This design comes from an exercise in tuning for small area and a short achievable clock period on the open sky130 flow, not from production work. Power is estimated from default activity; no workload was simulated.

== sierra ==
Design IEEE754_AdderSubtract, start of the top module:
module IEEE754_AdderSubtract
(
	input clock,
	input resetn,
	input [31:0] a,
	input [31:0] b,
	output [31:0] y
);
Size: ~1,300 cells after synthesis, ~98 flip-flops, about 98 I/O pins, about 8300 um^2 of cells after synthesis.
==> module IEEE754_AdderSubtract, before the edit <==
module IEEE754_AdderSubtract
(
	input clock,
	input resetn,
	input [31:0] a,
	input [31:0] b,
	output [31:0] y
);
	wire [7:0]  ea = a[30:23];
	wire [7:0]  eb = b[30:23];
	wire [7:0]  dba, dab;
	wire        ge;                              
	bk_add #(8) u_dba (eb, ~ea, 1'b1, dba, ge);
	bk_add #(8) u_dab (ea, ~eb, 1'b1, dab, );
	wire [7:0]  sh = ge ? dba : dab;
	reg         v1, sg1, sub1, big1;
	reg  [7:0]  eg1;
	reg  [4:0]  sh1;
	reg  [22:0] mg1, mw1;
	always @(posedge clock) begin
		v1   <= resetn;
		sg1  <= ge ? b[31] : a[31];
		sub1 <= a[31] ^ b[31];
		eg1  <= ge ? eb : ea;
		big1 <= |sh[7:5];
		sh1  <= sh[4:0];
		mg1  <= ge ? b[22:0] : a[22:0];
		mw1  <= ge ? a[22:0] : b[22:0];
	end
	wire [23:0] sm = big1 ? 24'd1 : ({1'b1, mw1} >> sh1);
	wire [24:0] A = {2'b01, mg1};
	wire [24:0] B = {1'b0, sm} ^ {25{sub1}};
	wire [24:0] p = A ^ B;
	wire [24:0] gc;                              
	wire [24:0] pc;                              
	wire        co;
	bk_prefix #(25, 16) u_pre (A & B, p, gc, pc, co);
	wire        neg = sub1 & ~co;
	wire [24:0] r = p ^ (gc | (pc & {25{co}})) ^ {25{neg}};
	wire        s = sg1 ^ neg;
	wire [4:0]  c;                               
	wire        nz;                              
	lzc32 u_lzc ({r, 7'b0}, c, nz);
	wire [24:0] n1 = c[4] ? {r[8:0], 16'b0} : r;
	wire [24:0] n2 = c[3] ? {n1[16:0], 8'b0} : n1;
	wire [24:0] n3 = c[2] ? {n2[20:0], 4'b0} : n2;
	wire [4:0]  lz = {c[4:2], c[1] & nz, c[0]};
	wire [7:0]  egp, e;
	bk_add #(8) u_inc (eg1, 8'd0, 1'b1, egp, );
	bk_add #(8) u_exp (egp, {3'b111, ~lz}, 1'b1, e, );
	reg         s2;
	reg  [7:0]  e2;
	reg  [1:0]  k2;
	reg  [23:0] n32;
	always @(posedge clock) begin
		if (!resetn || !v1) begin
			s2  <= 1'b0;
			e2  <= 8'd0;
			k2  <= 2'd0;
			n32 <= 24'd0;
		end else begin
			s2  <= s;
			e2  <= e;
			k2  <= c[1:0];
			n32 <= n3[23:0];
		end
	end
	wire [23:0] n4 = k2[1] ? {n32[21:0], 2'b0} : n32;
	wire [23:0] n5 = k2[0] ? {n4[22:0], 1'b0} : n4;
	assign y = {s2, e2, n5[23:1]};
endmodule
export LEC_CHECK = 0
export ABC_AREA = 1
export CAP_MARGIN = 20
export CORE_MARGIN = 2
export CORE_UTILIZATION = 40
export GPL_TIMING_DRIVEN = 0
export SLEW_MARGIN = 20
create_clock -name core_clock -period 22.0 [get_ports {clock}]
standard.sh (not shown) runs the stock make flow with config.mk's settings and CLKGATE_MAP_FILE= SYNTH_SCRIPT=/design/flow/synth_recipe.tcl, a recipe that flattens the netlist after the stock synthesis.
==> flow/flow/run.sh <==
#!/bin/bash
# The standard layout, with two changes to how it is made:
#  - the smallest plain buffer (buf_1) as the port buffer on every input and output;
#  - repair_timing aims for 15 ns of setup slack (the clock and constraints are unchanged).
set -euo pipefail
bash standard.sh finish "BUFFER_PORTS_ARGS=-buffer_cell sky130_fd_sc_hd__buf_1" SETUP_SLACK_MARGIN=15 > standard_flow.log 2>&1
[inputs] raven vs sierra
==> flow/design.v, changed modules only <==
module IEEE754_AdderSubtract
(
	input clock,
	input resetn,
	input [31:0] a,
	input [31:0] b,
	output reg [31:0] y
);
	wire [7:0]  ea = a[30:23];
	wire [7:0]  eb = b[30:23];
	wire [7:0]  dba, dab;
	wire        ge;                              
	bk_add #(8) u_dba (eb, ~ea, 1'b1, dba, ge);
	bk_add #(8) u_dab (ea, ~eb, 1'b1, dab, );
	wire [7:0]  sh = ge ? dba : dab;
	reg         v1, sg1, sub1, big1;
	reg  [7:0]  eg1;
	reg  [4:0]  sh1;
	reg  [22:0] mg1, mw1;
	always @(posedge clock) begin
		v1   <= resetn;
		sg1  <= ge ? b[31] : a[31];
		sub1 <= a[31] ^ b[31];
		eg1  <= ge ? eb : ea;
		big1 <= |sh[7:5];
		sh1  <= sh[4:0];
		mg1  <= ge ? b[22:0] : a[22:0];
		mw1  <= ge ? a[22:0] : b[22:0];
	end
	wire [23:0] sm = big1 ? 24'd1 : ({1'b1, mw1} >> sh1);
	wire [24:0] A = {2'b01, mg1};
	wire [24:0] B = {1'b0, sm} ^ {25{sub1}};
	wire [24:0] p = A ^ B;
	wire [24:0] gc;                              
	wire [24:0] pc;                              
	wire        co;
	bk_prefix #(25, 16) u_pre (A & B, p, gc, pc, co);
	wire        neg = sub1 & ~co;
	wire [24:0] r = p ^ (gc | (pc & {25{co}})) ^ {25{neg}};
	wire        s = sg1 ^ neg;
	wire [4:0]  c;                               
	wire        nz;                              
	lzc32 u_lzc ({r, 7'b0}, c, nz);
	wire [24:0] n1 = c[4] ? {r[8:0], 16'b0} : r;
	wire [24:0] n2 = c[3] ? {n1[16:0], 8'b0} : n1;
	wire [24:0] n3 = c[2] ? {n2[20:0], 4'b0} : n2;
	wire [4:0]  lz = {c[4:2], c[1] & nz, c[0]};
	wire [7:0]  egp, e;
	bk_add #(8) u_inc (eg1, 8'd0, 1'b1, egp, );
	bk_add #(8) u_exp (egp, {3'b111, ~lz}, 1'b1, e, );
	wire [24:0] n4 = c[1] ? {n3[22:0], 2'b0} : n3;
	wire [24:0] n5 = c[0] ? {n4[23:0], 1'b0} : n4;
	always @(posedge clock) begin
		if (!resetn || !v1)
			y <= 32'h00000000;
		else
			y <= {s, e, n5[23:1]};
	end
endmodule
Results
- Higher critical path depth among sierra and raven: raven
- raven ends up with a post-synthesis instance area that is about 3% higher than in sierra.
- In the reports for sierra and raven, the smaller initial standard-cell utilization of the core belongs to raven.
- raven ends up with higher top achievable clock speed than sierra does.
- Portion of total power attributed to sequential cells in raven vs sierra: down 2.9 points
- Detailed-route vias per instance is lower on sierra
- Summary of raven over sierra: relative contribution of combinational cells to total power now larger, sequential share of layout area decreased by 1.5 points relative to the old numbers, layout cell share with drive strength beyond 1 increased 2.9 points.
- Comparing sierra and raven, complex-gate fraction of the synthesized area is lower on raven.
- What sierra reported for first-iteration DRC count has to be multiplied by 1.3 to get the figure for raven.
- Relative to sierra, setup fix buffers added after clock tree synthesis has gone up in raven.
- On shortest clock period the worst path allows after layout, the lower figure sits with raven, not sierra.
No run of this note included a check of the RTL's function; only the layout flow was run.

[separate check: timing with driven ports]
The results above use ideal ports. As a check the final layouts listed here were re-extracted and re-timed, cells and wires unchanged. Step 1, drivers: a clkbuf_16 drives clock and a buf_2 each remaining input, both assumed. Step 2 also shifts input and output timing later by t, the mid clock arrival at the registers, as if the neighbouring blocks saw the same clock. Slacks: no drivers / after step 1 / after step 2; pairs: no drivers / after step 1.
run	shift t [ns]	setup WS [ns]	hold slack, ns	worst slew at a driven data input, ns
sierra	0.401	15.278 / 15.234 / 14.894	0.528 / 0.528 / 0.528	0.04
raven	0.408	15.320 / 15.320 / 14.941	0.509 / 0.509 / 0.509	0.03
After both steps setup and hold are still met in every run listed. For sierra, which loses most, drivers alone change the setup slack by -0.044 ns; drivers and shift together by -0.384 ns.
